This design comes from an exercise in tuning for small area on the open sky130 flow, not from production work. Function was checked by simulation only, so behaviour that the tests miss may differ from the original.

Setup of before:
==> flow/design.v (excerpt) <==
module ip_full_stack#(
    parameter CACHE_ADDRW = 5,
    parameter REQ_RET_CNT = 4,
    parameter REQ_RET_INT = 5,
    parameter REQ_TIMEOUT = 5
)(
    input  logic clk,
    input  logic reset,
    input  logic [47 : 0]  local_mac,
    input  logic [31 : 0]  local_ip,
    input  logic [31 : 0]  gateway_ip,
    input  logic [31 : 0]  subnet_mask,
    input  logic           clear_cache,
    input  logic           s_eth_hdr_valid,
    input  logic [47 : 0]  s_eth_dest_mac,
    input  logic [47 : 0]  s_eth_src_mac,
    input  logic [15 : 0]  s_eth_type,    
    input  logic [7  : 0]  s_eth_axi_payload_tdata,
    input  logic           s_eth_axi_payload_tvalid,
    input  logic           s_eth_axi_payload_tlast,    
    input  logic           s_eth_axi_payload_tuser,    
    output logic           s_eth_hdr_ready,
    output logic           s_eth_axi_payload_tready,
    input  logic           m_eth_hdr_ready,
    input  logic           m_eth_axi_payload_tready,
    output logic           m_eth_hdr_valid,
    output logic [47 : 0]  m_eth_dest_mac,
    output logic [47 : 0]  m_eth_src_mac,
    output logic [15 : 0]  m_eth_type,    
    output logic [7  : 0]  m_eth_axi_payload_tdata,
    output logic           m_eth_axi_payload_tvalid,
    output logic           m_eth_axi_payload_tlast,    
    output logic           m_eth_axi_payload_tuser,    
    input  logic           s_ip_hdr_valid,
    input  logic [5  : 0]  s_ip_dscp,
    input  logic [1  : 0]  s_ip_ecn,
    input  logic [15 : 0]  s_ip_len,       
    input  logic [7  : 0]  s_ip_ttl,
    input  logic [7  : 0]  s_ip_protocol,
    input  logic [31 : 0]  s_ip_src_ip,
    input  logic [31 : 0]  s_ip_dest_ip,
    input  logic [7  : 0]  s_ip_axi_payload_tdata,
    input  logic           s_ip_axi_payload_tvalid,
    input  logic           s_ip_axi_payload_tlast,
    input  logic           s_ip_axi_payload_tuser,
    output logic           s_ip_hdr_ready,
    output logic           s_ip_axi_payload_tready,
    input  logic           m_ip_hdr_ready,
    input  logic           m_ip_axi_payload_tready,
    output logic [47 : 0]  m_ip_eth_dest_mac,
    output logic [47 : 0]  m_ip_eth_src_mac,
    output logic [15 : 0]  m_ip_eth_type, 
    output logic           m_ip_hdr_valid,
    output logic [3  : 0]  m_ip_version,
    output logic [3  : 0]  m_ip_ihl,
    output logic [5  : 0]  m_ip_dscp,
    output logic [1  : 0]  m_ip_ecn,
    output logic [15 : 0]  m_ip_len,       
    output logic [15 : 0]  m_ip_iden,
    output logic [2  : 0]  m_ip_flags,
    output logic [12 : 0]  m_ip_frag_off,
    output logic [7  : 0]  m_ip_ttl,
    output logic [7  : 0]  m_ip_protocol,
    output logic [15 : 0]  m_ip_checksum,
    output logic [31 : 0]  m_ip_src_ip,
    output logic [31 : 0]  m_ip_dest_ip,
    output logic [7  : 0]  m_ip_axi_payload_tdata,
    output logic           m_ip_axi_payload_tvalid,
    output logic           m_ip_axi_payload_tlast,
    output logic           m_ip_axi_payload_tuser,
    output logic           rx_busy,
    output logic           tx_busy,
    output logic           rx_err_invalid_hdr,
    output logic           rx_err_invalid_checksum,
    output logic           rx_err_hdr_early_termination,
    output logic           rx_err_payload_early_termination,
    output logic           tx_err_payload_early_termination,
    output logic           tx_err_arp_failed
);
For scale: about 8,200 cells after synthesis, roughly 3,400 flip-flops, ~810 I/O pins.
==> flow/config.mk <==
export PLATFORM = sky130hd
export DESIGN_NAME = ip_full_stack
export DESIGN_NICKNAME = ip_full_stack
export VERILOG_FILES = /design/flow/design.v
export SDC_FILE = /design/flow/constraint.sdc
export NUM_CORES = 4
export LEC_CHECK = 0
export CAP_MARGIN = 20
export CORE_MARGIN = 2
export CORE_UTILIZATION = 40
export CTS_BUF_LIST = sky130_fd_sc_hd__clkbuf_4
export SLEW_MARGIN = 20
==> flow/constraint.sdc <==
create_clock -name core_clock -period 10.0 [get_ports {clk}]
set_input_delay 2.0000 -clock core_clock [delete_from_list [all_inputs] [get_ports {clk}]]
set_output_delay 2.0000 -clock core_clock [all_outputs]
set_load 0.01 [all_outputs]
run.sh (not shown) runs the stock make flow with config.mk's settings and CLKGATE_MAP_FILE= SYNTH_SCRIPT=/design/flow/synth_recipe.tcl, a recipe that flattens the netlist after the stock synthesis.
before: done, clean on timing, DRC and antenna
For after, these inputs were changed with respect to before:
Settings: CTS_BUF_LIST no longer set, was sky130_fd_sc_hd__clkbuf_4; CTS_CLUSTER_DIAMETER now 60, previously not set; CTS_CLUSTER_SIZE now 30, previously not set.
--- outcome ---
A launch point of the critical path of s_eth_axi_payload_tdata[1] is what after shows, while ip_inst.ip_eth_tx_inst.hdr_ptr_r[2] belongs to before. When after is measured against before, its final area turns out 3600 sq um lower. [compare] base=before new=after: initial antenna violation count moved down, routed wire length per instance shows an increase of about 6.4%.

-- separate check: timing with driven ports --
The results above use ideal ports. As a check the final layouts listed here were re-extracted and re-timed, cells and wires unchanged. Step 1 sets driving cells, clkbuf_16 on the clock port and buf_2 on the other inputs (assumed; they add their load-dependent delay and slew). Step 2, shift: input delay + t, output delay - t, t = (earliest + latest rising clock arrival at the registers) / 2. This alone moves slack from input paths to output paths. Three values: ideal, step 1, step 2; two values: the first two.
| run | shift t [ns] | setup slack, ns | hold WS [ns] | worst register clock-pin slew, ns | cell pins on the clock port's net |
|---|---|---|---|---|---|
| before | 1.456 | 2.524 / 2.524 / 1.252 | 0.384 / 0.384 / 0.384 | 0.08 / 0.08 | 1 |
| after | 1.010 | 2.285 / 2.371 / 1.362 | 0.417 / 0.417 / 0.417 | 0.12 / 0.12 | 1 |
After both steps every run listed still meets setup and hold. The setup slack of before, which loses most, moves by 0.000 ns with the drivers and by -1.272 ns with both steps.
